Background: an optimization exercise with open tools, aiming at small area and a short achievable clock period. Do not read the settings as production practice.
In this exercise RTL edits were held to simulation tests only and were not proved equivalent to the original.
Power is estimated from default activity; no workload was simulated.

<file path="flow/design.v">
module risc_cpu (
    input wire clk,
    input wire rst,
    input wire [31:0] imem_data,
    input wire [31:0] dmem_rdata,
    output wire [31:0] dmem_wdata,
    output wire dmem_we,
    output wire dmem_re,
    output wire dmem_byte,
    output wire [31:0] pc_out,
    output wire [31:0] instruction_out,
    output wire [31:0] alu_result_out,
    output wire [3:0] flags_out
);
reg [31:2] pc;
reg [31:0] if_ir;
reg [31:0] id_ir;
reg ex_wr, ex_ld, ex_st, ex_br, ex_fl;
reg ex_ss, ex_sg, ex_sp, ex_sy;
reg ex_mul, ex_mem, ex_inv_a, ex_inv_b, ex_cin1, ex_cinc, ex_cv, ex_byte;
reg [3:0] ex_cond, ex_rd;
reg [11:0] ex_imm;
reg [31:0] ex_a, ex_b;
reg fN, fZ, fC, fV;
reg [31:0] ld_q;
reg ld_v, ld_b;
reg [31:0] rf [0:14];
reg cond_met;
always @(*) begin
    case (ex_cond)
        4'b0000: cond_met = fZ;
        4'b0001: cond_met = ~fZ;
        4'b0010: cond_met = fC;
        4'b0011: cond_met = ~fC;
        4'b0100: cond_met = fN;
        4'b0101: cond_met = ~fN;
        4'b0110: cond_met = fV;
        4'b0111: cond_met = ~fV;
        4'b1000: cond_met = fC & ~fZ;
        4'b1001: cond_met = ~fC | fZ;
        4'b1010: cond_met = fN == fV;
        4'b1011: cond_met = fN != fV;
        4'b1100: cond_met = ~fZ & (fN == fV);
        4'b1101: cond_met = fZ | (fN != fV);
        4'b1110: cond_met = 1'b1;
        default: cond_met = 1'b0;
    endcase
end
function [31:0] rot_imm;
    input [11:0] imm;
    reg [63:0] t;
    begin
        t = {24'b0, imm[7:0], 24'b0, imm[7:0]} >> {imm[11:8], 1'b0};
        rot_imm = t[31:0];
    end
endfunction
wire [31:0] ex_off = rot_imm(ex_imm);
wire [7:0] qa = ex_b[7:0];
wire [7:0] qw = ex_b[15:8];
wire [31:0] row [0:7];
genvar gj;
generate
    for (gj = 0; gj < 8; gj = gj + 1) begin : g_row
        assign row[gj] = ({32{qa[gj]}} & (ex_a << gj)) | ({32{qw[gj]}} & (ex_a << (gj + 24)));
    end
endgenerate
function [63:0] csa;
    input [31:0] x, y, z;
    reg [31:0] s, c;
    begin
        s = x ^ y ^ z;
        c = (x & y) | (x & z) | (y & z);
        csa = {c[30:0], 1'b0, s};
    end
endfunction
wire [63:0] l1a = csa(row[0], row[1], row[2]);
wire [63:0] l1b = csa(row[3], row[4], row[5]);
wire [63:0] l2a = csa(l1a[31:0], l1a[63:32], l1b[31:0]);
wire [63:0] l2b = csa(l1b[63:32], row[6], row[7]);
wire [63:0] l3 = csa(l2a[31:0], l2a[63:32], l2b[31:0]);
wire [63:0] l4 = csa(l3[31:0], l3[63:32], l2b[63:32]);
wire [31:0] bsrc = ex_mem ? ex_off : ex_b;
wire [31:0] x = ex_mul ? l4[31:0]  : (ex_a ^ {32{ex_inv_a}});
wire [31:0] y = ex_mul ? l4[63:32] : (bsrc ^ {32{ex_inv_b}});
wire cin = ex_cin1 | (ex_cinc & fC);
wire [32:0] sum = {1'b0, x} + {1'b0, y} + {32'b0, cin};
wire [31:0] g = x & y;
wire [31:0] p = x ^ y;
wire [31:0] result = ({32{ex_ss}} & sum[31:0]) | ({32{ex_sg}} & g) |
                     ({32{ex_sp}} & p) | ({32{ex_sy}} & y);
wire nN = result[31];
wire nZ = ~|result;
wire nC = ex_cv & sum[32];
wire nV = ex_cv & (x[31] == y[31]) & (sum[31] != x[31]);
wire upd = ex_fl & cond_met;
wire next_C = upd ? nC : fC;
wire [31:0] ld_val = ld_v ? (ld_b ? {24'b0, ld_q[7:0]} : ld_q) : 32'b0;
wire [31:0] wd = ex_ld ? ld_val : result;
wire rf_we = ex_wr & cond_met & (ex_rd != 4'd15);
wire taken = ex_br & cond_met;
assign pc_out = {pc, 2'b00};
assign instruction_out = if_ir;
assign alu_result_out = result;
assign flags_out = {fN, fZ, fC, fV};
assign dmem_wdata = ex_b;
assign dmem_we = ex_st & cond_met;
assign dmem_re = ex_ld & cond_met;
assign dmem_byte = ex_byte;
wire [31:0] I = id_ir;
wire [3:0] opc = I[24:21];
wire f_dp = (I[27:25] == 3'b000);
wire f_di = (I[27:25] == 3'b001);
wire f_ls = (I[27:25] == 3'b010);
wire f_br = (I[27:25] == 3'b101);
wire f_rn = f_dp | f_di | f_ls;
wire [3:0] rs1_h = f_rn ? I[19:16] : 4'd0;
wire [3:0] rs2_h = f_dp ? I[3:0] : ((f_ls & ~I[20]) ? I[15:12] : 4'd0);
wire stall = ex_ld & ((ex_rd == rs1_h) | (ex_rd == rs2_h));
wire [3:0] ra1 = I[19:16];
wire [3:0] ra2 = f_dp ? I[3:0] : I[15:12];
reg [31:0] rd1, rd2;
always @(*) begin
    case (ra1)
        4'd0:  rd1 = rf[0];   4'd1:  rd1 = rf[1];   4'd2:  rd1 = rf[2];   4'd3:  rd1 = rf[3];
        4'd4:  rd1 = rf[4];   4'd5:  rd1 = rf[5];   4'd6:  rd1 = rf[6];   4'd7:  rd1 = rf[7];
        4'd8:  rd1 = rf[8];   4'd9:  rd1 = rf[9];   4'd10: rd1 = rf[10];  4'd11: rd1 = rf[11];
        4'd12: rd1 = rf[12];  4'd13: rd1 = rf[13];  4'd14: rd1 = rf[14];  default: rd1 = 32'b0;
    endcase
    case (ra2)
        4'd0:  rd2 = rf[0];   4'd1:  rd2 = rf[1];   4'd2:  rd2 = rf[2];   4'd3:  rd2 = rf[3];
        4'd4:  rd2 = rf[4];   4'd5:  rd2 = rf[5];   4'd6:  rd2 = rf[6];   4'd7:  rd2 = rf[7];
        4'd8:  rd2 = rf[8];   4'd9:  rd2 = rf[9];   4'd10: rd2 = rf[10];  4'd11: rd2 = rf[11];
        4'd12: rd2 = rf[12];  4'd13: rd2 = rf[13];  4'd14: rd2 = rf[14];  default: rd2 = 32'b0;
    endcase
end
wire fwd_ok = ex_wr & cond_met & (ex_rd != 4'd0) & (ex_rd != 4'd15);
wire [31:0] val1 = (fwd_ok & (ex_rd == ra1)) ? wd : rd1;
wire [31:0] val2 = (fwd_ok & (ex_rd == ra2)) ? wd : rd2;
wire [4:0] sh_amt = I[11:7];
wire [1:0] sh_typ = I[6:5];
wire sh_z = (sh_amt == 5'd0);
wire [4:0] rot_amt = (sh_typ == 2'b00) ? (5'd0 - sh_amt) :
                     ((sh_typ == 2'b11) & sh_z) ? 5'd1 : sh_amt;
wire [63:0] rot2 = {val2, val2} >> rot_amt;
wire [31:0] rot = rot2[31:0];
wire sh_fill = (sh_typ == 2'b10) & val2[31];
reg [31:0] sh_out;
integer k;
always @(*) begin
    for (k = 0; k < 32; k = k + 1) begin
        case (sh_typ)
            2'b00: sh_out[k] = (k >= sh_amt) ? rot[k] : 1'b0;
            2'b01, 2'b10: sh_out[k] = (!sh_z && (k < 32 - sh_amt)) ? rot[k] : sh_fill;
            default: sh_out[k] = rot[k];
        endcase
    end
    if (sh_typ == 2'b11 && sh_z) sh_out[31] = next_C;
end
wire [3:0] rimm = I[11:8];
wire [7:0] imm8 = I[7:0];
wire is_mul = f_di & (opc == 4'b1111);
wire is_neg = f_di & (opc == 4'b1110);
wire mul_hi = rimm[3] | rimm[2];               
wire [4:0] mul_sh = mul_hi ? (5'd0 - {rimm, 1'b0}) : 5'd0;
wire [15:0] q2 = {imm8, imm8} >> {rimm[1:0], 1'b0};
wire [7:0] q = mul_hi ? imm8 : q2[7:0];
wire [7:0] wrap = mul_hi ? 8'h00 :
                  (rimm[1:0] == 2'd1) ? 8'b1100_0000 :
                  (rimm[1:0] == 2'd2) ? 8'b1111_0000 :
                  (rimm[1:0] == 2'd3) ? 8'b1111_1100 : 8'h00;
wire [31:2] br_tgt = pc + {{6{I[23]}}, I[23:0]} + 30'd1;
reg [31:0] nb;
always @(*) begin
    if (f_dp)
        nb = sh_out;
    else if (f_di)
        nb = is_mul ? {16'b0, q & wrap, q & ~wrap} : is_neg ? 32'b0 : rot_imm(I[11:0]);
    else if (f_br)
        nb = {br_tgt, 2'b00};
    else
        nb = val2;
end
wire [31:0] na = is_mul ? (val1 << mul_sh) : val1;
reg [3:0] op;   
localparam O_ZERO = 4'd0, O_AND = 4'd1, O_EOR = 4'd2, O_SUB = 4'd3, O_RSB = 4'd4,
           O_ADD = 4'd5, O_ADC = 4'd6, O_SBC = 4'd7, O_ORR = 4'd8, O_MOV = 4'd9,
           O_BIC = 4'd10, O_MVN = 4'd11, O_NEG = 4'd12, O_MUL = 4'd13, O_MEM = 4'd14;
always @(*) begin
    op = O_ZERO;
    if (f_dp) begin
        case (opc)
            4'd0: op = O_AND;  4'd1: op = O_EOR;  4'd2: op = O_SUB;  4'd3: op = O_RSB;
            4'd4: op = O_ADD;  4'd5: op = O_ADC;  4'd6: op = O_SBC;  4'd7: op = O_AND;
            4'd8: op = O_AND;  4'd9: op = O_EOR;  4'd10: op = O_SUB; 4'd11: op = O_ADD;
            4'd12: op = O_ORR; 4'd13: op = O_MOV; 4'd14: op = O_BIC; default: op = O_MVN;
        endcase
    end else if (f_di) begin
        case (opc)
            4'd0: op = O_AND;  4'd1: op = O_EOR;  4'd2: op = O_SUB;  4'd3: op = O_RSB;
            4'd4: op = O_ADD;  4'd5: op = O_ADC;  4'd6: op = O_SBC;  4'd7: op = O_AND;
            4'd8: op = O_SUB;  4'd9: op = O_ADD;  4'd10: op = O_ORR; 4'd11: op = O_MOV;
            4'd12: op = O_BIC; 4'd13: op = O_MVN; 4'd14: op = O_NEG; default: op = O_MUL;
        endcase
    end else if (f_ls) begin
        op = O_MEM;
    end
end
wire d_ss = (op == O_SUB) | (op == O_RSB) | (op == O_ADD) | (op == O_ADC) | (op == O_SBC) |
            (op == O_NEG) | (op == O_MUL) | (op == O_MEM);
wire d_sg = (op == O_AND) | (op == O_ORR) | (op == O_BIC);
wire d_sp = (op == O_EOR) | (op == O_ORR);
wire d_sy = (op == O_MOV) | (op == O_MVN);
wire d_inv_a = (op == O_RSB) | (op == O_NEG);
wire d_inv_b = (op == O_SUB) | (op == O_SBC) | (op == O_BIC) | (op == O_MVN);
wire d_cin1 = (op == O_SUB) | (op == O_RSB) | (op == O_NEG);
wire d_cinc = (op == O_ADC) | (op == O_SBC);
wire d_cv = (op == O_SUB) | (op == O_RSB) | (op == O_ADD) | (op == O_ADC) | (op == O_SBC);
wire dp_nowr = (opc[3:2] == 2'b10) | (opc == 4'b0111);    
wire d_wr = (f_dp & ~dp_nowr) | f_di | (f_ls & I[20]) | (f_br & I[24]);
wire d_ld = f_ls & I[20];
wire d_st = f_ls & ~I[20];
wire d_fl = (f_dp & (I[20] | (opc[3:2] == 2'b10))) | (f_di & I[20]);
wire [3:0] d_rd = f_rn ? I[15:12] : 4'd0;
always @(posedge clk or posedge rst) begin
    if (rst) begin
        pc <= 30'b0;
        if_ir <= 32'hE1A00000;
        fN <= 1'b0; fZ <= 1'b0; fC <= 1'b0; fV <= 1'b0;
        ex_wr <= 1'b0; ex_ld <= 1'b0; ex_st <= 1'b0; ex_br <= 1'b0; ex_fl <= 1'b0;
        ex_ss <= 1'b0; ex_sg <= 1'b0; ex_sp <= 1'b0; ex_sy <= 1'b0;
    end else begin
        if (!stall) pc <= taken ? ex_b[31:2] : pc + 30'd1;
        if_ir <= imem_data;
        if (upd) begin
            fN <= nN; fZ <= nZ; fC <= nC; fV <= nV;
        end
        if (taken) begin
            ex_wr <= 1'b0; ex_ld <= 1'b0; ex_st <= 1'b0; ex_br <= 1'b0; ex_fl <= 1'b0;
            ex_ss <= 1'b0; ex_sg <= 1'b0; ex_sp <= 1'b0; ex_sy <= 1'b0;
        end else begin
            ex_wr <= d_wr; ex_ld <= d_ld; ex_st <= d_st; ex_br <= f_br; ex_fl <= d_fl;
            ex_ss <= d_ss; ex_sg <= d_sg; ex_sp <= d_sp; ex_sy <= d_sy;
        end
    end
end
always @(posedge clk) begin
    if (rst | taken) id_ir <= 32'b0;
    else if (!stall) id_ir <= if_ir;
end
always @(posedge clk) begin
    ex_mul <= op == O_MUL; ex_mem <= op == O_MEM;
    ex_inv_a <= d_inv_a; ex_inv_b <= d_inv_b;
    ex_cin1 <= d_cin1; ex_cinc <= d_cinc; ex_cv <= d_cv;
    ex_byte <= I[22];
    ex_cond <= I[31:28];
    ex_rd <= d_rd;
    ex_imm <= I[11:0];
    ex_a <= na;
    ex_b <= nb;
    ld_q <= dmem_rdata;
    ld_v <= dmem_re;
    ld_b <= ex_byte;
end
wire [31:0] rf_wd = wd & {32{~rst}};
genvar gi;
generate
    for (gi = 0; gi < 15; gi = gi + 1) begin : g_rf
        wire en = rst | (rf_we & (ex_rd == gi));
        always @(posedge clk) begin
            if (en) begin
                if (gi == 13) rf[gi] <= {rf_wd[31:13], rf_wd[12] | rst, rf_wd[11:0]};
                else rf[gi] <= rf_wd;
            end
        end
    end
endgenerate
endmodule
</file>
<file path="flow/constraint.sdc">
create_clock -name core_clock -period 17.5 [get_ports {clk}]
set_input_delay 3.5000 -clock core_clock [delete_from_list [all_inputs] [get_ports {clk}]]
set_output_delay 3.5000 -clock core_clock [all_outputs]
set_load 0.01 [all_outputs]
</file>
<file path="flow/config.mk">
export PLATFORM = sky130hd
export DESIGN_NAME = risc_cpu
export DESIGN_NICKNAME = risc_cpu
export VERILOG_FILES = /design/flow/design.v
export SDC_FILE = /design/flow/constraint.sdc
export NUM_CORES = 4
export LEC_CHECK = 0
export CAP_MARGIN = 20
export CORE_MARGIN = 2
export CORE_UTILIZATION = 40
export PLACE_DENSITY = 0.6
export SLEW_MARGIN = 20
</file>
<file path="flow/run.sh">
#!/bin/bash
# synth_recipe.tcl (not shown) runs the flow's synth.tcl, then flattens the netlist and writes it again
# the make line also repeats each setting of config.mk as NAME=value (left out here)
make -C /OpenROAD-flow-scripts/flow DESIGN_CONFIG=/design/flow/config.mk WORK_HOME=/design/flow/orfs CLKGATE_MAP_FILE= SYNTH_SCRIPT=/design/flow/synth_recipe.tcl finish
</file>
==> key figures, run 1 <==
STA
  – Setup_tns: 0 ns
  – Final setup viols: 0
  – Post-route minimum period: about 12 ns
  – Slack of the critical path: 5.78 ns
  – Slew margin rel.: 0.117
  – RSZ-0062 raised after global routing: no
  – Clock skew: slightly below 0.05 ns
  – Final hold violation count: 0
  – Pins Over Slew Limit: 0
  – Tcrit/Tclk final: 0.670
  – Worst-Margin Slew: around 1.3 ns
  – Hold slack: approximately 0.35 ns
  – Max frequency: 0.0853 GHz

Synth
  – Mapped Cells: 5657
  – Syn_area_per_cell: between 9 and 10 um^2
  – Seq/Total Area, Yosys: 0.376
  – Ys Warns: 2
  – #FFs+latches synth: around 720
  – Fraction of registers with async set/reset: 0.104
  – EDFF count, synth: 480
  – Post-Syn Area: 52200 um^2
  – Top_reg_cell synth: edfxtp_1
  – Synth unique cells: 116

CTS
  – Setup bufs post-CTS: 0
  – # resized after CTS: 0
  – CTS tree: built
  – TritonCTS buffer count: 83
  – Clock buffer depth: 3
  – Worst-Skew Late Latency: between 0.7 and 0.8 ns
  – Hold_buf cts: 0
  – Clock slew at reported path FFs: 0.06 ns
  – H-tree lvl count: 3
  – CTS Sinks: just over 700
  – Root Buffer: clkbuf_16

Floorplanning
  – Die width: between 300 and 400 um
  – Chip height: roughly 370 um
  – Die ar.: between 100000 and 150000 um^2
  – Initial core utilization: 0.403
  – Core Box Area: between 100000 and 150000 um^2
  – # rows: around 130
  – Ports: 201

Drt
  – First-pass DRT Iterations: 12
  – Routed wire length: 260000 um
  – Antenna violation net count after detailed routing: 0
  – DR vias/cell: between 6 and 7
  – Total number of vias: ~52000
  – Post-route DRC: 0
  – Routed len/inst: 35.0 um
  – 1st-iter DRT viols: a little under 9000

Layout
  – Nets: between 5000 and 6000
  – Area Growth Syn to Fin: 12.6%
  – Non-filler cells, final: roughly 7400
  – Share of cells above drive strength 1: 0.0877
  – Fill cell count: around 13000
  – Fin area: 58700 um^2
  – Area of the multi-input gates: around 30000 um^2
  – Util after Layout: 0.454
  – FF/Latch Area: between 15000 and 20000 um^2

Global routing
  – First-pass GRT wire length: ~360000 um
  – Overall routing resource usage: 0.379
  – Largest net degree at the start of global routing: 75
  – Grt total ovfl: 0
  – Number of global-route vias before repair: ~48000
  – Initial antenna violation count: 10

Placement
  – Dpl hpwl: 177000 um
  – DP Cell Count: 7281
  – Dpl ws: about 6.8 ns
  – Routability Congestion: between 1 and 1.5
  – Port bufs: ~200
  – DP Area: between 50000 and 60000 um^2

Worst setup path
  – Worst Path Arrival: roughly 8.2 ns
  – Reg2reg setup slack: 8.27 ns
  – Crit path max fanout: 11
  – Reg2reg start: ex_b[8]
  – Most used cell, CP: fa_1
  – Critical path class: flip-flop to primary output
  – Max stage delay on crit path: slightly above 1 ns
  – Crit-path cells: a22oi_1 > fa_1 > fa_1 > fa_1 > inv_1 > fa_1 > a22oi_1 > nand3_1 > ha_1 > a21oi_1 > o21ai_0 > a221oi_1 > mux2i_1 > a211oi_1 > nand3_1 > clkdlybuf4s50_1
  – Slowest CP cell: dfxtp_1
  – WP data required: approximately 14 ns
  – R2R Path End: ex_b[4]
  – CP Launch Type: flip-flop
  – Crit end category: primary output
  – R2R cell count: 22

Min path
  – Worst min path class: flip-flop to flip-flop
  – Hold path start: id_ir[28]
  – Worst hold endpoint: ex_cond[0]
  – Hold Path Depth: 0

Job
  – Max-cap violations: 0

Status
  – Status: finished clean

Pwr
  – Final Power: 11.2 mW
  – Peak supply drop: just under 0.00009 V
  – Power Density: ~190 nW/um^2
  – Leak: between 20 and 25 nW
cell usage after synthesis, types with 69 or more instances:
cell type / n / area share
nand2_1: 617 / 0.044
edfxtp_1: 480 / 0.28
nor2_1: 357 / 0.026
clkbuf_1: 349 / 0.025
a21oi_1: 332 / 0.032
a22oi_1: 311 / 0.045
o21ai_0: 281 / 0.027
inv_1: 184 / 0.013
nand3_1: 171 / 0.016
and2_1: 169 / 0.020
dfxtp_1: 166 / 0.064
fa_1: 160 / 0.061
mux2i_1: 151 / 0.029
nor3_1: 103 / 0.0099
a221oi_1: 92 / 0.015
ha_1: 90 / 0.022
xnor2_1: 87 / 0.015
a22o_1: 84 / 0.014
a211oi_1: 70 / 0.010
and3_1: 70 / 0.0084
a222oi_1: 69 / 0.013
a31oi_1: 69 / 0.0083
dfrtp_1: 69 / 0.033
metal layers:
layer  global-route usage  up-vias  part of all wire
met2                0.560     3996              0.42
met1                0.478    25200              0.37
met4                0.233        6             0.075
met5                    0        -           0.00015
met3                0.123      931              0.13
li1                     -    21400                 -
critical path, delay by kind of cell (launching register included):
kind,cells,cell delay [ns]
adder cells (fa/ha/maj),5,2.79
AND/OR/NAND/NOR,2,0.77
flip-flops,1,1.01
multiplexers,1,0.22
buffers and inverters,2,0.70
AO/OA/AOI/OAI,6,1.96
final cells by class:
cell class                 count  share of cell area
antenna                        2           0.0000852
clock buffer                 102              0.0391
clock inverter                51             0.00963
inverter                     188              0.0121
multi-input combinational   4268               0.513
sequential                   721               0.334
tap                         1742              0.0371
timing repair buffer         362              0.0546
sequential cells by signal, indices dropped and copies added (netlist names), 4 cells and up, named ones only:
register  flops
ex_a         32
ex_b         32
ex_cond       4
ex_imm       12
ex_rd         4
id_ir        32
if_ir        32
ld_q         32
pc           30
rf          480
worst max-delay path by stage:
stage / slack (ns) / cells after the start / endpoint / start
after floorplan: 8.40 / 21 / alu_result_out[30] / ex_b[2]
after CTS: 5.99 / 16 / alu_result_out[31] / ex_b[8]
final: 5.78 / 16 / alu_result_out[31] / ex_b[8]
after global routing: 5.74 / 16 / alu_result_out[31] / ex_b[8]
after global placement: 6.70 / 16 / alu_result_out[31] / ex_b[8]
after detailed placement: 6.78 / 16 / alu_result_out[31] / ex_b[8]
kinds of logic after synthesis:
family          share of synthesized area
xor+xnor                           0.0195
fa+ha+maj                          0.0830
mux                                0.0429
other cells                     0.0000719
flops                               0.376
simple gates                        0.182
compound gates                      0.243
buf+inv                            0.0531
layout by cell type (no fill, tap or decap), drive strengths merged, types with 50 or more instances in the layout:
cell,instances
o21ai,293
nor3,107
mux2,52
nand4,62
clkdlybuf4s50,197
inv,188
dfrtp,69
nor2,358
xnor2,87
a222oi,69
a211oi,72
clkbuf,102
a21oi,332
o22ai,60
ha,90
and3,70
nand2,618
edfxtp,480
a22o,84
nor2b,50
fa,160
nand3,171
buf,165
a22oi,312
and2,169
a31oi,70
o211ai,56
mux2i,153
dfxtp,166
a221oi,96
power by group:
group | switching (mW) | total (mW) | leakage (nW) | internal, mW
clock network | 0.797 | 1.84 | 1.38 | 1.05
registers | 0.551 | 3.12 | 7.21 | 2.57
logic | 4.14 | 6.21 | 13.0 | 2.07
total | 5.49 | 11.2 | 21.6 | 5.69
==> run 2, diff against run 1 <==
--- a/flow/design.v
+++ b/flow/design.v
@@ -17,35 +17,38 @@
 reg [31:0] id_ir;
 reg ex_wr, ex_ld, ex_st, ex_br, ex_fl;
 reg ex_ss, ex_sg, ex_sp, ex_sy;
-reg ex_mul, ex_mem, ex_inv_a, ex_inv_b, ex_cin1, ex_cinc, ex_cv, ex_byte;
-reg [3:0] ex_cond, ex_rd;
-reg [11:0] ex_imm;
-reg [31:0] ex_a, ex_b;
+reg ex_cin, ex_cv, ex_byte, ex_cm;
+reg [3:0] ex_rd;
+reg [31:0] ex_a, ex_b, ex_sd;
 reg fN, fZ, fC, fV;
 reg [31:0] ld_q;
 reg ld_v, ld_b;
 reg [31:0] rf [0:14];
-reg cond_met;
-always @(*) begin
-    case (ex_cond)
-        4'b0000: cond_met = fZ;
-        4'b0001: cond_met = ~fZ;
-        4'b0010: cond_met = fC;
-        4'b0011: cond_met = ~fC;
-        4'b0100: cond_met = fN;
-        4'b0101: cond_met = ~fN;
-        4'b0110: cond_met = fV;
-        4'b0111: cond_met = ~fV;
-        4'b1000: cond_met = fC & ~fZ;
-        4'b1001: cond_met = ~fC | fZ;
-        4'b1010: cond_met = fN == fV;
-        4'b1011: cond_met = fN != fV;
-        4'b1100: cond_met = ~fZ & (fN == fV);
-        4'b1101: cond_met = fZ | (fN != fV);
-        4'b1110: cond_met = 1'b1;
-        default: cond_met = 1'b0;
-    endcase
-end
+function cond_ok;
+    input [3:0] c;
+    input n, z, cf, v;
+    begin
+        case (c)
+            4'b0000: cond_ok = z;
+            4'b0001: cond_ok = ~z;
+            4'b0010: cond_ok = cf;
+            4'b0011: cond_ok = ~cf;
+            4'b0100: cond_ok = n;
+            4'b0101: cond_ok = ~n;
+            4'b0110: cond_ok = v;
+            4'b0111: cond_ok = ~v;
+            4'b1000: cond_ok = cf & ~z;
+            4'b1001: cond_ok = ~cf | z;
+            4'b1010: cond_ok = n == v;
+            4'b1011: cond_ok = n != v;
+            4'b1100: cond_ok = ~z & (n == v);
+            4'b1101: cond_ok = z | (n != v);
+            4'b1110: cond_ok = 1'b1;
+            default: cond_ok = 1'b0;
+        endcase
+    end
+endfunction
+wire cond_met = ex_cm;
 function [31:0] rot_imm;
     input [11:0] imm;
     reg [63:0] t;
@@ -54,38 +57,28 @@
         rot_imm = t[31:0];
     end
 endfunction
-wire [31:0] ex_off = rot_imm(ex_imm);
-wire [7:0] qa = ex_b[7:0];
-wire [7:0] qw = ex_b[15:8];
-wire [31:0] row [0:7];
-genvar gj;
-generate
-    for (gj = 0; gj < 8; gj = gj + 1) begin : g_row
-        assign row[gj] = ({32{qa[gj]}} & (ex_a << gj)) | ({32{qw[gj]}} & (ex_a << (gj + 24)));
-    end
-endgenerate
-function [63:0] csa;
-    input [31:0] x, y, z;
-    reg [31:0] s, c;
-    begin
-        s = x ^ y ^ z;
-        c = (x & y) | (x & z) | (y & z);
-        csa = {c[30:0], 1'b0, s};
-    end
-endfunction
-wire [63:0] l1a = csa(row[0], row[1], row[2]);
-wire [63:0] l1b = csa(row[3], row[4], row[5]);
-wire [63:0] l2a = csa(l1a[31:0], l1a[63:32], l1b[31:0]);
-wire [63:0] l2b = csa(l1b[63:32], row[6], row[7]);
-wire [63:0] l3 = csa(l2a[31:0], l2a[63:32], l2b[31:0]);
-wire [63:0] l4 = csa(l3[31:0], l3[63:32], l2b[63:32]);
-wire [31:0] bsrc = ex_mem ? ex_off : ex_b;
-wire [31:0] x = ex_mul ? l4[31:0]  : (ex_a ^ {32{ex_inv_a}});
-wire [31:0] y = ex_mul ? l4[63:32] : (bsrc ^ {32{ex_inv_b}});
-wire cin = ex_cin1 | (ex_cinc & fC);
-wire [32:0] sum = {1'b0, x} + {1'b0, y} + {32'b0, cin};
+wire [31:0] x = ex_a;
+wire [31:0] y = ex_b;
+wire cin = ex_cin;
 wire [31:0] g = x & y;
 wire [31:0] p = x ^ y;
+reg [32:0] kg, kp, kg2, kp2;
+integer lv, bi;
+always @(*) begin
+    kg = {g, cin};
+    kp = {p, 1'b0};
+    for (lv = 1; lv < 33; lv = lv * 2) begin
+        kg2 = kg;
+        kp2 = kp;
+        for (bi = lv; bi < 33; bi = bi + 1) begin
+            kg2[bi] = kg[bi] | (kp[bi] & kg[bi - lv]);
+            kp2[bi] = kp[bi] & kp[bi - lv];
+        end
+        kg = kg2;
+        kp = kp2;
+    end
+end
+wire [32:0] sum = {kg[32], p ^ kg[31:0]};
 wire [31:0] result = ({32{ex_ss}} & sum[31:0]) | ({32{ex_sg}} & g) |
                      ({32{ex_sp}} & p) | ({32{ex_sy}} & y);
 wire nN = result[31];
@@ -102,7 +95,7 @@
 assign instruction_out = if_ir;
 assign alu_result_out = result;
 assign flags_out = {fN, fZ, fC, fV};
-assign dmem_wdata = ex_b;
+assign dmem_wdata = ex_sd;
 assign dmem_we = ex_st & cond_met;
 assign dmem_re = ex_ld & cond_met;
 assign dmem_byte = ex_byte;
@@ -160,27 +153,47 @@
 wire [7:0] imm8 = I[7:0];
 wire is_mul = f_di & (opc == 4'b1111);
 wire is_neg = f_di & (opc == 4'b1110);
-wire mul_hi = rimm[3] | rimm[2];               
-wire [4:0] mul_sh = mul_hi ? (5'd0 - {rimm, 1'b0}) : 5'd0;
-wire [15:0] q2 = {imm8, imm8} >> {rimm[1:0], 1'b0};
-wire [7:0] q = mul_hi ? imm8 : q2[7:0];
-wire [7:0] wrap = mul_hi ? 8'h00 :
-                  (rimm[1:0] == 2'd1) ? 8'b1100_0000 :
-                  (rimm[1:0] == 2'd2) ? 8'b1111_0000 :
-                  (rimm[1:0] == 2'd3) ? 8'b1111_1100 : 8'h00;
+wire [31:0] mB = rot_imm(I[11:0]);
+wire [31:0] row [0:7];
+genvar gj;
+generate
+    for (gj = 0; gj < 8; gj = gj + 1) begin : g_row
+        assign row[gj] = ({32{mB[gj]}}      & (val1 << gj)) |
+                         ({32{mB[gj + 8]}}  & (val1 << (gj + 8))) |
+                         ({32{mB[gj + 16]}} & (val1 << (gj + 16))) |
+                         ({32{mB[gj + 24]}} & (val1 << (gj + 24)));
+    end
+endgenerate
+function [63:0] csa;
+    input [31:0] x, y, z;
+    reg [31:0] s, c;
+    begin
+        s = x ^ y ^ z;
+        c = (x & y) | (x & z) | (y & z);
+        csa = {c[30:0], 1'b0, s};
+    end
+endfunction
+wire [63:0] l1a = csa(row[0], row[1], row[2]);
+wire [63:0] l1b = csa(row[3], row[4], row[5]);
+wire [63:0] l2a = csa(l1a[31:0], l1a[63:32], l1b[31:0]);
+wire [63:0] l2b = csa(l1b[63:32], row[6], row[7]);
+wire [63:0] l3 = csa(l2a[31:0], l2a[63:32], l2b[31:0]);
+wire [63:0] l4 = csa(l3[31:0], l3[63:32], l2b[63:32]);
 wire [31:2] br_tgt = pc + {{6{I[23]}}, I[23:0]} + 30'd1;
 reg [31:0] nb;
 always @(*) begin
     if (f_dp)
         nb = sh_out;
     else if (f_di)
-        nb = is_mul ? {16'b0, q & wrap, q & ~wrap} : is_neg ? 32'b0 : rot_imm(I[11:0]);
+        nb = is_mul ? l4[63:32] : is_neg ? 32'b0 : rot_imm(I[11:0]);
     else if (f_br)
         nb = {br_tgt, 2'b00};
+    else if (f_ls)
+        nb = rot_imm(I[11:0]);
     else
         nb = val2;
 end
-wire [31:0] na = is_mul ? (val1 << mul_sh) : val1;
+wire [31:0] na = is_mul ? l4[31:0] : (val1 ^ {32{d_inv_a}});
 reg [3:0] op;   
 localparam O_ZERO = 4'd0, O_AND = 4'd1, O_EOR = 4'd2, O_SUB = 4'd3, O_RSB = 4'd4,
            O_ADD = 4'd5, O_ADC = 4'd6, O_SBC = 4'd7, O_ORR = 4'd8, O_MOV = 4'd9,
@@ -248,15 +261,13 @@
     else if (!stall) id_ir <= if_ir;
 end
 always @(posedge clk) begin
-    ex_mul <= op == O_MUL; ex_mem <= op == O_MEM;
-    ex_inv_a <= d_inv_a; ex_inv_b <= d_inv_b;
-    ex_cin1 <= d_cin1; ex_cinc <= d_cinc; ex_cv <= d_cv;
+    ex_cin <= d_cin1 | (d_cinc & next_C); ex_cv <= d_cv;
     ex_byte <= I[22];
-    ex_cond <= I[31:28];
+    ex_cm <= cond_ok(I[31:28], upd ? nN : fN, upd ? nZ : fZ, next_C, upd ? nV : fV);
     ex_rd <= d_rd;
-    ex_imm <= I[11:0];
+    ex_sd <= val2;
     ex_a <= na;
-    ex_b <= nb;
+    ex_b <= nb ^ {32{d_inv_b}};
     ld_q <= dmem_rdata;
     ld_v <= dmem_re;
     ld_b <= ex_byte;
==> flow/flow/run.sh (new file) <==
#!/bin/bash
# The standard layout (the standard.sh, standard synthesis unchanged), with
# timing repair asked to leave 11 ns of setup slack, so that it also speeds up
# paths that already meet the 17.5 ns clock, and allowed to resize cells across
# footprints. The make output goes to make_finish.log; each ORFS step keeps its
# own log under orfs/logs/.
set -euo pipefail
bash standard.sh SETUP_SLACK_MARGIN=11 MATCH_CELL_FOOTPRINT=0 finish > make_finish.log 2>&1
==> flow/standard.sh (new file) <==
#!/bin/bash
# synth_recipe.tcl (not shown) runs the flow's synth.tcl, then flattens the netlist and writes it again
# the make line also repeats each setting of config.mk as NAME=value (left out here)
make -C /OpenROAD-flow-scripts/flow DESIGN_CONFIG=/design/flow/config.mk WORK_HOME=/design/flow/orfs CLKGATE_MAP_FILE= SYNTH_SCRIPT=/design/flow/synth_recipe.tcl "${@:-finish}"
--- a/flow/config.mk
+++ b/flow/config.mk
@@ -5,6 +5,7 @@
 export SDC_FILE = /design/flow/constraint.sdc
 export NUM_CORES = 4
 export LEC_CHECK = 0
+export ABC_AREA = 1
 export CAP_MARGIN = 20
 export CORE_MARGIN = 2
 export CORE_UTILIZATION = 40
removed: flow/run.sh
==> run 2 against run 1 <==
Compared with the run above:
- still clean on timing, DRC and antenna
- clock-buffer cell count is 10 higher
- clock power is 7% lower
- combinational power is 35% lower
- worst setup slack better by 5.1 ns
- register-to-register slack better by 2.8 ns
- sequential power is 13% lower
- critical path depth is 6 lower
- critical endpoint is now alu_result_out[17]
- critical path type unchanged
- synthesized cell count is 11% higher
- first-iteration DRC count is 14% lower
- global-route usage is 2.4 points higher
- sequential share of layout area is 1.6 points higher
- flip-flop and latch count is 12 higher
==> key figures, run 2 <==
Worst setup path
  – CP Launch Type: flip-flop
  – Crit path max fanout: 6 (-5)
  – Reg2reg setup slack: 11.03 ns (+2.76 ns)
  – WP data required: 14.00 ns (about the same)
  – Worst Path Arrival: 3.11 ns (-5.11 ns)
  – Crit end category: primary output
  – Critical path class: flip-flop to primary output

Synth
  – EDFF count, synth: 480 (unchanged)
  – Synth unique cells: 70 (-40%)
  – Largest area contributor in the netlist: edfxtp_1
  – Mapped Cells: 6272 (+11%)
  – Count leader, synth: nand2_1
  – Commonest cells post-synth: nand2_1, inv_1, nand3_1
  – Simple-gate share of the synthesized area: 0.263 (+0.0812)
  – Ys Warns: 2 (unchanged)
  – Fraction of registers with async set/reset: 0.102 (-0.00170)
  – Seq/Total Area, Yosys: 0.409 (+0.0329)
  – Post-synthesis mux area share: 0 (-0.0429)
  – Synth Area in Compound Gates: 0.153 (-0.0901)
  – Top_reg_cell synth: edfxtp_1
  – #FFs+latches synth: 733 (+1.7%)
  – Syn_area_per_cell: 7.74 um^2 (-16%)
  – Top cells by area, synth: edfxtp_1, nand2_1, dfxtp_1
  – Main combinational cell family by area after synthesis: simple AND/OR/NAND/NOR gates
  – Synth top area share: 0.297 (+0.0205)
  – Post-synthesis xor/xnor area fraction: 0.00902 (-0.0105)
  – Synth Area in Adders: 0.0875 (+0.00446)
  – Post-Syn Area: 48600 um^2 (-6.9%)

STA
  – Worst-Margin Slew: 1.19 ns (-0.0937 ns)
  – RSZ-0062 raised after global routing: yes
  – Max frequency: 0.151 GHz (+77%)
  – Post-route minimum period: 6.61 ns (-5.11 ns)
  – Setup_tns: 0 ns (unchanged)
  – Slew margin rel.: 0.204 (+0.0870)
  – Final setup viols: 0 (unchanged)
  – Final hold violation count: 0 (unchanged)
  – Pins Over Slew Limit: 0 (unchanged)
  – Tcrit/Tclk final: 0.378 (-0.292)
  – Clock skew: 0.0315 ns (-0.0174 ns)
  – Hold slack: 0.346 ns (-0.00595 ns)

CTS
  – CTS tree: built
  – Clock slew at reported path FFs: 0.06 ns (about the same)
  – Clock buffer depth: 3 (unchanged)
  – CTS Sinks: 733 (+1.7%)
  – Hold_buf cts: 0 (unchanged)
  – H-tree lvl count: 3 (unchanged)
  – TritonCTS buffer count: 83 (unchanged)
  – Root Buffer: clkbuf_16
  – Worst-Skew Late Latency: 0.70 ns (-0.05 ns)

Drt
  – Post-route DRC: 0 (unchanged)
  – First-pass DRT Iterations: 8 (-4)
  – Total number of vias: 49900 (-3.2%)
  – 1st-iter DRT viols: 7521 (-14%)
  – Routed len/inst: 31.7 um (-9.4%)
  – DR vias/cell: 6.12 (-12%)
  – Routed wire length: 258000 um (-0.71%)
  – Antenna violation net count after detailed routing: 0 (unchanged)

Floorplanning
  – Ports: 201 (unchanged)
  – Die ar.: 124000 um^2 (-6.8%)
  – Chip height: 352 um (-3.5%)
  – Core Box Area: 120000 um^2 (-7.2%)
  – Die width: 352 um (-3.5%)
  – Initial core utilization: 0.404 (+0.00136)
  – # rows: 127 (-3.8%)

Pwr
  – Power share of the clock group: 0.204 (+0.039)
  – Peak supply drop: 0.000117 V (+31%)
  – Sequential Power Share: 0.321 (+0.042)
  – Switching power: 3.89 mW (-29%)
  – Int Power: 4.54 mW (-20%)
  – Power Density: 149 nW/um^2 (-22%)
  – Switching share of power: 0.462 (-0.0295)
  – Comb power frac: 0.475 (-0.081)
  – Leak: 23.9 nW (+10%)

Global routing
  – Overall routing resource usage: 0.402 (+0.0236)
  – Largest net degree at the start of global routing: 59 (-21%)
  – Grt total ovfl: 0 (unchanged)
  – First-pass GRT wire length: 355000 um (-2.0%)
  – Initial antenna violation count: 12 (+2)
  – Number of global-route vias before repair: 46600 (-3.5%)

Min path
  – Worst min path class: flip-flop to flip-flop

Status
  – Status: finished clean

Placement
  – Dpl hpwl: 186000 um (+5.3%)
  – Routability Congestion: 1.05 (-3.1%)
  – Port bufs: 198 (unchanged)
  – DP Cell Count: 7929 (+8.9%)

Layout
  – Fill cell count: 11800 (-6.3%)
  – Largest register FFs: 480 (unchanged)
  – Nets: 6782 (+14%)
  – Share of cells above drive strength 1: 0.0987 (+0.0110)
  – Area of the multi-input gates: 25900 um^2 (-14%)
  – Commonest cells after routing, fill and taps aside: nand2_1, inv_1, nand3_1
  – FF/Latch Area: 19900 um^2 (+1.3%)
  – Non-filler cells, final: 8153 (+9.6%)
  – Biggest register: rf
  – Area Growth Syn to Fin: 16.9%
  – Most common cell after layout, fill and taps aside: nand2_1

Job
  – Max-cap violations: 0 (unchanged)
## run 2: changes by cell type after synthesis, moves of 70 or more
cell	previous run	this run
nand2_1	617	1795
inv_1	184	631
nand3_1	171	586
a22oi_1	311	59
and2_1	169	6
mux2i_1	151	0
clkbuf_1	349	207
nor2_1	357	485
o21ai_0	281	401
a22o_1	84	4
xnor2_1	87	13
o22ai_1	57	127
## run 2: stage by stage
stage                     utilization  setup WS [ns]  cell area, um^2  total power, mW
after global routing            0.472          10.75            56800             8.74
final                           0.473          10.89            56800             8.44
after CTS                       0.467          10.75            56100             8.19
after floorplan                     -          10.39            48600             4.55
after detailed placement        0.439          10.19            52700             6.33
after global placement          0.439          10.29            52700             6.32
## run 2: metal layers
metal | up-vias | GRT usage | part of all wire
li1 | 21600 | - | -
met1 | 24000 | 0.533 | 0.39
met2 | 3629 | 0.575 | 0.41
met3 | 714 | 0.165 | 0.15
met4 | 8 | 0.172 | 0.051
met5 | - | 0 | 0.00021
## run 2: logic make-up after synthesis
kind of cell / after synthesis
XOR/XNOR: 50
adder cells (fa/ha/maj): 244
AND/OR/NAND/NOR: 3059
other: 1
AO/OA/AOI/OAI: 1224
flip-flops: 733
buffers and inverters: 961
## run 2: repair_timing
item	in CTS	in global routing
pin swaps	8	6
resized for setup	137	87
setup endpoints to repair	73	41
cloned	0	1
buffers inserted	23	45
## run 2: worst paths after layout
path,startpoint,endpoint,depth (start not counted)
worst max-delay path,ex_b[5],alu_result_out[17],10
worst min-delay path,ex_byte,ld_b,0
worst max register to register,id_ir[17],ex_b[13],24
worst min register to register,ex_byte,ld_b,0
max in group asynchronous,rst,if_ir[8],4
min in group asynchronous,rst,ex_wr,3
## run 2: cell type report
class / count / share of cell area
antenna: 5 / 0.000220
clock buffer: 112 / 0.0414
clock inverter: 37 / 0.00544
inverter: 664 / 0.0453
multi-input combinational: 4579 / 0.456
sequential: 733 / 0.350
tap: 1612 / 0.0355
timing repair buffer: 410 / 0.0659
timing repair inverter: 1 / 0.000132
## run 2: power groups by stage
stage               sequential [mW]  clock (mW)  combinational [mW]
floorplan                      2.59           0                1.96
global placement               2.69           0                3.63
detailed placement             2.70           0                3.63
CTS                            2.69        1.73                3.77
global route                   2.73        1.81                4.21
finish                         2.71        1.72                4.01
## run 2: worst max-delay path, cell delays in order, from the launching register on
cell             delay, ns
dfxtp_2               0.34
ha_2                  0.39
nand2_1               0.13
nor2_2                0.15
nand3_1               0.09
nand3_1               0.17
nand2_1               0.14
nand3b_1              0.11
nand3_1               0.18
nand2_2               0.16
clkdlybuf4s50_1       0.56
==> run 3, diff against run 2 <==
--- a/flow/design.v
+++ b/flow/design.v
@@ -134,18 +134,25 @@
 wire sh_z = (sh_amt == 5'd0);
 wire [4:0] rot_amt = (sh_typ == 2'b00) ? (5'd0 - sh_amt) :
                      ((sh_typ == 2'b11) & sh_z) ? 5'd1 : sh_amt;
-wire [63:0] rot2 = {val2, val2} >> rot_amt;
-wire [31:0] rot = rot2[31:0];
+wire [31:0] rs1 = rot_amt[0] ? {val2[0], val2[31:1]} : val2;
+wire [31:0] rs2 = rot_amt[1] ? {rs1[1:0], rs1[31:2]} : rs1;
+wire [31:0] rs3 = rot_amt[2] ? {rs2[3:0], rs2[31:4]} : rs2;
+wire [31:0] rs4 = rot_amt[3] ? {rs3[7:0], rs3[31:8]} : rs3;
+wire [31:0] rot = rot_amt[4] ? {rs4[15:0], rs4[31:16]} : rs4;
 wire sh_fill = (sh_typ == 2'b10) & val2[31];
+reg [31:0] lo, keep;
 reg [31:0] sh_out;
 integer k;
 always @(*) begin
+    for (k = 0; k < 32; k = k + 1)
+        lo[k] = (k < sh_amt);
     for (k = 0; k < 32; k = k + 1) begin
         case (sh_typ)
-            2'b00: sh_out[k] = (k >= sh_amt) ? rot[k] : 1'b0;
-            2'b01, 2'b10: sh_out[k] = (!sh_z && (k < 32 - sh_amt)) ? rot[k] : sh_fill;
-            default: sh_out[k] = rot[k];
-        endcase
+            2'b00: keep[k] = ~lo[k];
+            2'b01, 2'b10: keep[k] = ~sh_z & ~lo[31 - k];
+            default: keep[k] = 1'b1;
+        endcase
+        sh_out[k] = keep[k] ? rot[k] : sh_fill;
     end
     if (sh_typ == 2'b11 && sh_z) sh_out[31] = next_C;
 end
==> run 3 against run 2 <==
Compared with the run above:
- still clean on timing, DRC and antenna
- worst setup slack better by 0.089 ns
- power increased by 1.1%
- wire length fell by 1.1%
- area after synthesis is 0.40% lower
- sequential power increased by 2%
- worst hold slack better by 0.064 ns
- clock skew grew 0.026 ns
- critical path depth rose by 11
- flip-flop and latch count did not move
- non-clock buffer count is 28 lower
- die area down 0.40%
- combinational power fell by 2%
- critical endpoint is now ex_b[31]
==> key figures, run 3 <==
Status
  – Status: finished clean

Min path
  – Hold Path Depth: 0 (unchanged)
  – Worst hold endpoint: ld_b
  – Worst min path class: flip-flop to flip-flop
  – Hold path start: ex_byte

Synth
  – Fraction of registers with async set/reset: 0.102 (unchanged)
  – Largest area contributor in the netlist: edfxtp_1
  – #FFs+latches synth: 733 (unchanged)
  – Synth unique cells: 67 (-4.3%)
  – Count leader, synth: nand2_1
  – Syn_area_per_cell: 7.61 um^2 (-1.7%)
  – Commonest cells post-synth: nand2_1, inv_1, nand3_1
  – Mapped Cells: 6354 (+1.3%)
  – Post-Syn Area: 48400 um^2 (-0.40%)
  – Top cells by area, synth: edfxtp_1, nand2_1, dfxtp_1
  – Ys Warns: 2 (unchanged)
  – EDFF count, synth: 480 (unchanged)
  – Seq/Total Area, Yosys: 0.411 (+0.00164)
  – Top_reg_cell synth: edfxtp_1
  – Synth top area share: 0.298 (+0.00119)

Worst setup path
  – Critical path class: flip-flop to flip-flop
  – R2R Path End: ex_b[31]
  – CP startpoint: id_ir[16]
  – Crit end category: flip-flop
  – Reg2reg start: id_ir[16]
  – Reg2reg setup slack: 10.98 ns (-0.05 ns)
  – CP Launch Type: flip-flop
  – WP data required: 18.13 ns (+4.13 ns)
  – R2R cell count: 21 (-13%)
  – Worst Path Arrival: 7.16 ns (+4.05 ns)
  – Crit path max fanout: 18 (+12)

CTS
  – Clock slew at reported path FFs: 0.06 ns (about the same)
  – CTS Sinks: 733 (unchanged)
  – CTS tree: built
  – Worst-Skew Late Latency: 0.74 ns (+0.04 ns)
  – Root Buffer: clkbuf_16
  – H-tree lvl count: 3 (unchanged)
  – Clock buffer depth: 3 (unchanged)
  – TritonCTS buffer count: 86 (+3.6%)

Drt
  – DR vias/cell: 6.13 (+0.16%)
  – Post-route DRC: 0 (unchanged)
  – Antenna violation net count after detailed routing: 0 (unchanged)
  – Routed wire length: 255000 um (-1.1%)
  – First-pass DRT Iterations: 9 (+1)
  – 1st-iter DRT viols: 8273 (+10%)
  – Total number of vias: 50400 (+0.90%)
  – Routed len/inst: 31.1 um (-1.8%)

Layout
  – Share of cells above drive strength 1: 0.0878 (-0.0109)
  – Non-filler cells, final: 8213 (+0.74%)
  – Util after Layout: 0.471 (-0.00187)
  – Area Growth Syn to Fin: 16.8%
  – Fill cell count: 11900 (+1.1%)
  – Commonest cells after routing, fill and taps aside: nand2_1, inv_1, nand3_1
  – Biggest register: rf
  – Fin area: 56500 um^2 (-0.53%)
  – Most common cell after layout, fill and taps aside: nand2_1
  – Largest register FFs: 480 (unchanged)
  – Nets: 6831 (+0.72%)

STA
  – Tcrit/Tclk final: 0.373 (-0.00510)
  – Clock skew: 0.0572 ns (+0.0258 ns)
  – Post-route minimum period: 6.52 ns (-0.0892 ns)
  – Final setup viols: 0 (unchanged)
  – Slew margin rel.: 0.168 (-0.0360)
  – RSZ-0062 raised after global routing: yes
  – Pins Over Slew Limit: 0 (unchanged)
  – Setup_tns: 0 ns (unchanged)
  – Slack of the critical path: 10.98 ns (+0.0892 ns)
  – Max frequency: 0.153 GHz (+1.4%)
  – Worst-Margin Slew: 1.24 ns (+0.0445 ns)
  – Final hold violation count: 0 (unchanged)

Placement
  – Port bufs: 198 (unchanged)
  – DP Cell Count: 7997 (+0.86%)
  – Routability Congestion: 1.05 (+0.14%)
  – Dpl hpwl: 182000 um (-1.9%)
  – Dpl ws: 10.16 ns (-0.0360 ns)
  – DP Area: 52500 um^2 (-0.41%)

Floorplanning
  – Core Box Area: 120000 um^2 (-0.13%)
  – Die width: 352 um (-0.20%)
  – # rows: 127 (unchanged)
  – Initial core utilization: 0.403 (-0.00108)
  – Ports: 201 (unchanged)
  – Die ar.: 124000 um^2 (-0.40%)
  – Chip height: 352 um (-0.20%)

Global routing
  – Largest net degree at the start of global routing: 52 (-12%)
  – Met1 GRT Util: 0.532 (-0.00135)
  – First-pass GRT wire length: 351000 um (-1.2%)
  – Global Route met3 Usage: 0.178 (+0.0134)
  – Layer with the highest usage: met2
  – Overall routing resource usage: 0.404 (+0.00214)
  – Initial antenna violation count: 26 (+14)
  – Grt total ovfl: 0 (unchanged)
  – Number of global-route vias before repair: 46100 (-0.93%)
  – M2 GR Usage: 0.555 (-0.0200)

Pwr
  – Peak supply drop: 0.0000900 V (-23%)
  – Power Density: 151 nW/um^2 (+1.7%)
  – Leak: 24.5 nW (+2.6%)

Job
  – Max-cap violations: 0 (unchanged)
[run 3: cell count changes in the layout (fill, tap and decap cells not counted), sizes merged, moves of 10 or more]
cell	change
nand2	+115
buf	-28
xor2	-17
o2111ai	-12
inv	+16
nand3	-33
nor2	+17
o31ai	-10
a21oi	+33
[run 3: layout make-up]
class	instances	area, um^2	area share
Antenna cell	6	15.0	0.000266
Clock buffer	119	2370	0.0419
Clock inverter	42	434	0.00769
Inverter	672	2590	0.0458
Multi-Input combinational cell	4646	25700	0.455
Sequential cell	733	19900	0.352
Tap cell	1612	2020	0.0357
Timing Repair Buffer	382	3460	0.0612
Timing Repair inverter	1	7.51	0.000133
[run 3: worst max-delay path by stage]
stage	slack, ns	end
after global placement	10.14	ex_b[31]
after global routing	10.89	ex_b[31]
after CTS	10.86	alu_result_out[12]
after floorplan	10.40	rf[1][0]
final	10.98	ex_b[31]
after detailed placement	10.16	ex_b[31]
[run 3: what timing repair did]
item | in CTS | in global routing
buffers inserted | 29 | 18
hold buffers | 0 | 0
gates cloned | 1 | 0
pin swaps | 10 | 9
gates resized for setup | 144 | 71
setup endpoints to repair | 78 | 52
endpoints found under the hold margin | 0 | 0
[run 3: report_power, final]
part | total, mW | switching, mW | internal (mW) | leakage (nW)
registers | 2.76 | 0.399 | 2.36 | 7.34
logic | 3.94 | 2.76 | 1.18 | 15.8
clock network | 1.82 | 0.793 | 1.03 | 1.36
total | 8.53 | 3.95 | 4.58 | 24.5
[run 3: stage by stage]
stage / hold slack (ns) / total power [mW]
3_3_place_gp: 0.405 / 6.31
4_1_cts: 0.407 / 8.28
5_1_grt: 0.406 / 8.83
3_5_place_dp: 0.404 / 6.31
6_report: 0.410 / 8.53
2_1_floorplan: 0.380 / 4.52
[run 3: kinds of logic after synthesis]
logic type,count (synthesis),share of synthesized area
fa+ha+maj,243,0.0876
buf+inv,976,0.0787
other cells,1,0.0000775
simple gates,3147,0.268
xor+xnor,29,0.00525
mux,3,0.000647
compound gates,1222,0.149
flops,733,0.411
[run 3: per-layer routing]
metal  wire length [um]  share of wire
met1              98700           0.39
met2             100000           0.39
met3              40000           0.16
met4              16100          0.063
met5                150        0.00059
[run 3: worst max-delay path, cell delays in order (launching register included)]
cell and delay (ns):
dfxtp_1 0.52, nor2_1 0.17, nand2_1 0.09, buf_4 0.37
inv_1 0.29, buf_4 0.31, a211oi_1 0.34, nand3_1 0.16
nand2_1 0.09, nand2_1 0.31, inv_1 0.62, o22ai_1 0.13
a221oi_1 0.32, fa_1 0.52, fa_1 0.58, fa_1 0.47
fa_1 0.43, o221ai_1 0.21, a21boi_0 0.27, nand2_1 0.09
nand2_1 0.06, nand2_1 0.05
==> run 4, diff against run 3 <==
--- a/flow/design.v
+++ b/flow/design.v
@@ -160,15 +160,22 @@
 wire [7:0] imm8 = I[7:0];
 wire is_mul = f_di & (opc == 4'b1111);
 wire is_neg = f_di & (opc == 4'b1110);
-wire [31:0] mB = rot_imm(I[11:0]);
+wire mul_hi = rimm[3] | rimm[2];
+wire [4:0] mul_sh = mul_hi ? (5'd0 - {rimm, 1'b0}) : 5'd0;
+wire [15:0] q2 = {imm8, imm8} >> {rimm[1:0], 1'b0};
+wire [7:0] q = mul_hi ? imm8 : q2[7:0];
+wire [7:0] wrap = mul_hi ? 8'h00 :
+                  (rimm[1:0] == 2'd1) ? 8'b1100_0000 :
+                  (rimm[1:0] == 2'd2) ? 8'b1111_0000 :
+                  (rimm[1:0] == 2'd3) ? 8'b1111_1100 : 8'h00;
+wire [31:0] ma = val1 << mul_sh;
+wire [7:0] qa = q & ~wrap;
+wire [7:0] qw = q & wrap;
 wire [31:0] row [0:7];
 genvar gj;
 generate
     for (gj = 0; gj < 8; gj = gj + 1) begin : g_row
-        assign row[gj] = ({32{mB[gj]}}      & (val1 << gj)) |
-                         ({32{mB[gj + 8]}}  & (val1 << (gj + 8))) |
-                         ({32{mB[gj + 16]}} & (val1 << (gj + 16))) |
-                         ({32{mB[gj + 24]}} & (val1 << (gj + 24)));
+        assign row[gj] = ({32{qa[gj]}} & (ma << gj)) | ({32{qw[gj]}} & (ma << (gj + 24)));
     end
 endgenerate
 function [63:0] csa;
==> flow/flow/run.sh (replaced) <==
#!/bin/bash
# The standard layout (the standard.sh, standard synthesis unchanged), with
# timing repair asked to leave 11 ns of setup slack, so that it also speeds up
# paths that already meet the 17.5 ns clock, allowed to resize cells across
# footprints, and with buf_2 as the cell that buffers every input and output
# port. The make output goes to make_finish.log; each ORFS step keeps its own
# log under orfs/logs/.
set -euo pipefail
bash standard.sh SETUP_SLACK_MARGIN=11 MATCH_CELL_FOOTPRINT=0 \
  'BUFFER_PORTS_ARGS=-buffer_cell sky130_fd_sc_hd__buf_2' finish > make_finish.log 2>&1
--- a/flow/config.mk
+++ b/flow/config.mk
@@ -8,6 +8,7 @@
 export ABC_AREA = 1
 export CAP_MARGIN = 20
 export CORE_MARGIN = 2
-export CORE_UTILIZATION = 40
-export PLACE_DENSITY = 0.6
+export CORE_UTILIZATION = 70
+export CTS_BUF_LIST = sky130_fd_sc_hd__clkbuf_8
+export PLACE_DENSITY = 0.85
 export SLEW_MARGIN = 20
==> run 4 against run 3 <==
Compared with the run above:
- first-iteration DRC count increased by 56%
- area after synthesis fell by 0.66%
- highest routed layer unchanged
- critical path depth is 6 higher
- final cell count is 9.5% lower
- core utilization rose by 31 points
- clock skew down 0.0083 ns
- sequential share of layout area grew 2.1 points
- power is 4.2% lower
- largest cell class unchanged
- wire length fell by 13%
==> key figures, run 4 <==
Worst setup path
  – Worst Path Arrival: 7.36 ns (+0.20 ns)
  – Crit path max fanout: 13 (-5)
  – CP startpoint: id_ir[19]
  – Family with the most delay on the worst path: simple AND/OR/NAND/NOR gates
  – R2R Path End: ex_b[10]
  – WP data required: 18.23 ns (+0.10 ns)
  – R2R cell count: 27 (+29%)
  – Crit end category: flip-flop
  – Buf/Inv on CP: 7 (+3)
  – Reg2reg start: id_ir[19]
  – Slowest CP cell: dfxtp_2
  – Reg2reg setup slack: 10.87 ns (-0.11 ns)
  – Most used cell, CP: nand2_1
  – Critical path class: flip-flop to flip-flop
  – Max stage delay on crit path: 0.50 ns (-0.12 ns)
  – CP Launch Type: flip-flop

Synth
  – Top_reg_cell synth: edfxtp_1
  – Simple-gate share of the synthesized area: 0.255 (-0.0128)
  – Largest area contributor in the netlist: edfxtp_1
  – Synth unique cells: 65 (-3.0%)
  – Ys Warns: 2 (unchanged)
  – Count leader, synth: nand2_1
  – Seq/Total Area, Yosys: 0.413 (+0.00275)
  – EDFF count, synth: 480 (unchanged)
  – Fraction of registers with async set/reset: 0.102 (unchanged)
  – Synth Area in Adders: 0.0892 (+0.00163)
  – Synth top area share: 0.300 (+0.00200)
  – Synth Area in Compound Gates: 0.138 (-0.0112)
  – Post-synthesis xor/xnor area fraction: 0.0137 (+0.00842)
  – Top cells by area, synth: edfxtp_1, nand2_1, dfxtp_1
  – Main combinational cell family by area after synthesis: simple AND/OR/NAND/NOR gates
  – Post-Syn Area: 48000 um^2 (-0.66%)
  – Mapped Cells: 6249 (-1.7%)
  – Syn_area_per_cell: 7.69 um^2 (+1.0%)
  – #FFs+latches synth: 733 (unchanged)
  – Commonest cells post-synth: nand2_1, inv_1, nand3_1
  – Post-synthesis mux area share: 0.000208 (-0.000438)

Floorplanning
  – Core Box Area: 68200 um^2 (-43%)
  – Initial core utilization: 0.704 (+0.301)
  – Chip height: 266 um (-24%)
  – # rows: 96 (-24%)
  – Ports: 201 (unchanged)
  – Die width: 266 um (-24%)
  – Die ar.: 70700 um^2 (-43%)

Pwr
  – Final Power: 8.17 mW (-4.2%)
  – Leak: 24.1 nW (-1.4%)
  – Power Density: 153 nW/um^2 (+1.2%)
  – Peak supply drop: 0.000143 V (+59%)

Layout
  – Share of cells above drive strength 1: 0.118 (+0.0302)
  – Largest register FFs: 480 (unchanged)
  – Fin area: 53500 um^2 (-5.3%)
  – Area Growth Syn to Fin: 11.3%
  – Most common cell after layout, fill and taps aside: nand2_1
  – Biggest register: rf
  – Nets: 6747 (-1.2%)
  – Commonest cells after routing, fill and taps aside: nand2_1, inv_1, nand3_1
  – Non-filler cells, final: 7430 (-9.5%)

STA
  – Pins Over Slew Limit: 0 (unchanged)
  – Max frequency: 0.151 GHz (-1.6%)
  – Final setup viols: 0 (unchanged)
  – Final hold violation count: 0 (unchanged)
  – Slew margin rel.: 0.115 (-0.0530)
  – Hold slack: 0.352 ns (-0.0585 ns)
  – Worst-Margin Slew: 1.33 ns (+0.0877 ns)
  – Setup_tns: 0 ns (unchanged)
  – Clock skew: 0.0489 ns (-0.00831 ns)
  – Tcrit/Tclk final: 0.379 (+0.00621)
  – Post-route minimum period: 6.63 ns (+0.109 ns)
  – RSZ-0062 raised after global routing: yes

CTS
  – Clock slew at reported path FFs: 0.07 ns (about the same)
  – CTS Sinks: 733 (unchanged)
  – H-tree lvl count: 3 (unchanged)
  – Clock buffer depth: 3 (unchanged)
  – TritonCTS buffer count: 115 (+34%)
  – Worst-Skew Late Latency: 0.85 ns (+0.11 ns)
  – Root Buffer: clkbuf_8
  – CTS tree: built

Drt
  – Total number of vias: 53200 (+5.6%)
  – Routed wire length: 221000 um (-13%)
  – Routed len/inst: 29.8 um (-4.2%)
  – 1st-iter DRT viols: 12900 (+56%)
  – Antenna violation net count after detailed routing: 0 (unchanged)
  – First-pass DRT Iterations: 23 (+14)
  – DR vias/cell: 7.16 (+17%)
  – Post-route DRC: 0 (unchanged)

Global routing
  – Initial antenna violation count: 17 (-35%)
  – Number of global-route vias before repair: 49300 (+6.7%)
  – Grt total ovfl: 0 (unchanged)
  – First-pass GRT wire length: 310000 um (-12%)
  – Largest net degree at the start of global routing: 73 (+40%)
  – Overall routing resource usage: 0.605 (+0.200)

Job
  – Max-cap violations: 0 (unchanged)

Placement
  – Port bufs: 198 (unchanged)
  – Routability Congestion: 1.14 (+8.1%)
  – Dpl hpwl: 148000 um (-19%)
  – DP Cell Count: 7154 (-11%)
  – DP Area: 49900 um^2 (-4.9%)

Status
  – Status: finished clean

Min path
  – Worst min path class: flip-flop to flip-flop
  – Hold Path Depth: 0 (unchanged)
  – Worst hold endpoint: ld_b
  – Hold path start: ex_byte
## run 4: cell count changes in the layout (fill, tap and decap cells not counted), sizes merged, moves of 54 or more
cell           change
o21ai             -88
buf              +141
nand3             +54
inv              +224
clkdlybuf4s50    -171
o22ai             +94
nand2            -252
## run 4: what timing repair did
item                                    in CTS  in global routing
endpoints found under the setup margin      73                 71
setup buffers                               18                 23
endpoints found under the hold margin        0                  0
hold buffers                                 0                  0
cloned                                       3                  0
resized for setup                           77                167
pin swaps                                    1                 11
## run 4: cell type report
cell class              count  area [um^2]
fillers                  4595        14800
clock inverters            87          519
clock buffers             131         1800
repair buffers            327         2040
well taps                 882         1100
diodes                     13         32.5
flip-flops and latches    733        19900
inverters                 858         3290
multi-input cells        4397        24700
repair inverters            2         15.0
## run 4: worst max-delay path by stage
stage	endpoint	slack, ns	cells after the start
detailed placement	ex_b[31]	9.97	21
floorplan	rf[4][0]	10.39	4
CTS	ex_b[31]	10.99	28
global placement	ex_b[31]	10.02	21
global route	ex_b[12]	10.91	27
finish	ex_b[10]	10.87	27
## run 4: metrics by stage
stage | setup slack (ns) | utilization
4_1_cts | 10.99 | 0.771
3_5_place_dp | 9.97 | 0.732
5_1_grt | 10.91 | 0.783
2_1_floorplan | 10.39 | -
3_3_place_gp | 10.02 | 0.732
6_report | 10.87 | 0.784
## run 4: worst register-to-register path: cells and delay by family, from the launching register on
kind / cells / cell delay (ns)
AO/OA/AOI/OAI: 3 / 0.48
flip-flops: 1 / 0.50
buffers and inverters: 7 / 1.34
AND/OR/NAND/NOR: 13 / 2.40
adder cells (fa/ha/maj): 4 / 1.80
## run 4: metal layers
metal | track usage | vias up | wire (um)
met5 | 0.0367 | - | 661
met2 | 0.785 | 6143 | 82200
li1 | - | 21300 | -
met1 | 0.694 | 23700 | 66300
met3 | 0.396 | 1995 | 47500
met4 | 0.468 | 42 | 24500
## run 4: cell families (layout without fill, tap and decap cells)
family / after synthesis / after routing
xor gates and xnor gates: 75 / 75
AOI/OAI and AO/OA: 1129 / 1130
buffers and inverters: 1121 / 1405
muxes: 1 / 1
other: 1 / 15
DFF: 733 / 733
and+or+nand+nor: 2942 / 2942
adders and majority gates: 247 / 247
## run 4: power breakdown
part           switching [mW]  leakage [nW]  internal [mW]
sequential              0.386          7.34           2.40
clock                   0.777          1.33          0.739
combinational            2.77          15.5           1.10

## afterwards: timing with drivers on the ports
In the flow no input, the clock included, has a driving cell. The finished layouts below were timed again as built, in two steps.
Step 1: set_driving_cell puts a clkbuf_16 on clk and a buf_2 on each other input, an assumption about the parent block.
Step 2 also shifts input and output timing later by t, the mid clock arrival at the registers, as if the neighbouring blocks saw the same clock.
a / b / c = ideal / step 1 / step 2; a / b = the first two.
run	t, ns	slack for setup (ns)	clock arrival spread, ns	slew at the worst register clock pin (ns)
run 1	0.793	5.778 / 5.706 / 6.500	0.049 / 0.049	0.07 / 0.07
run 2	0.762	10.887 / 10.813 / 11.032	0.032 / 0.033	0.07 / 0.07
run 3	0.785	10.976 / 10.970 / 10.976	0.057 / 0.057	0.07 / 0.07
run 4	0.897	10.867 / 10.867 / 10.867	0.049 / 0.049	0.09 / 0.09
After both steps every run listed still meets setup and hold.
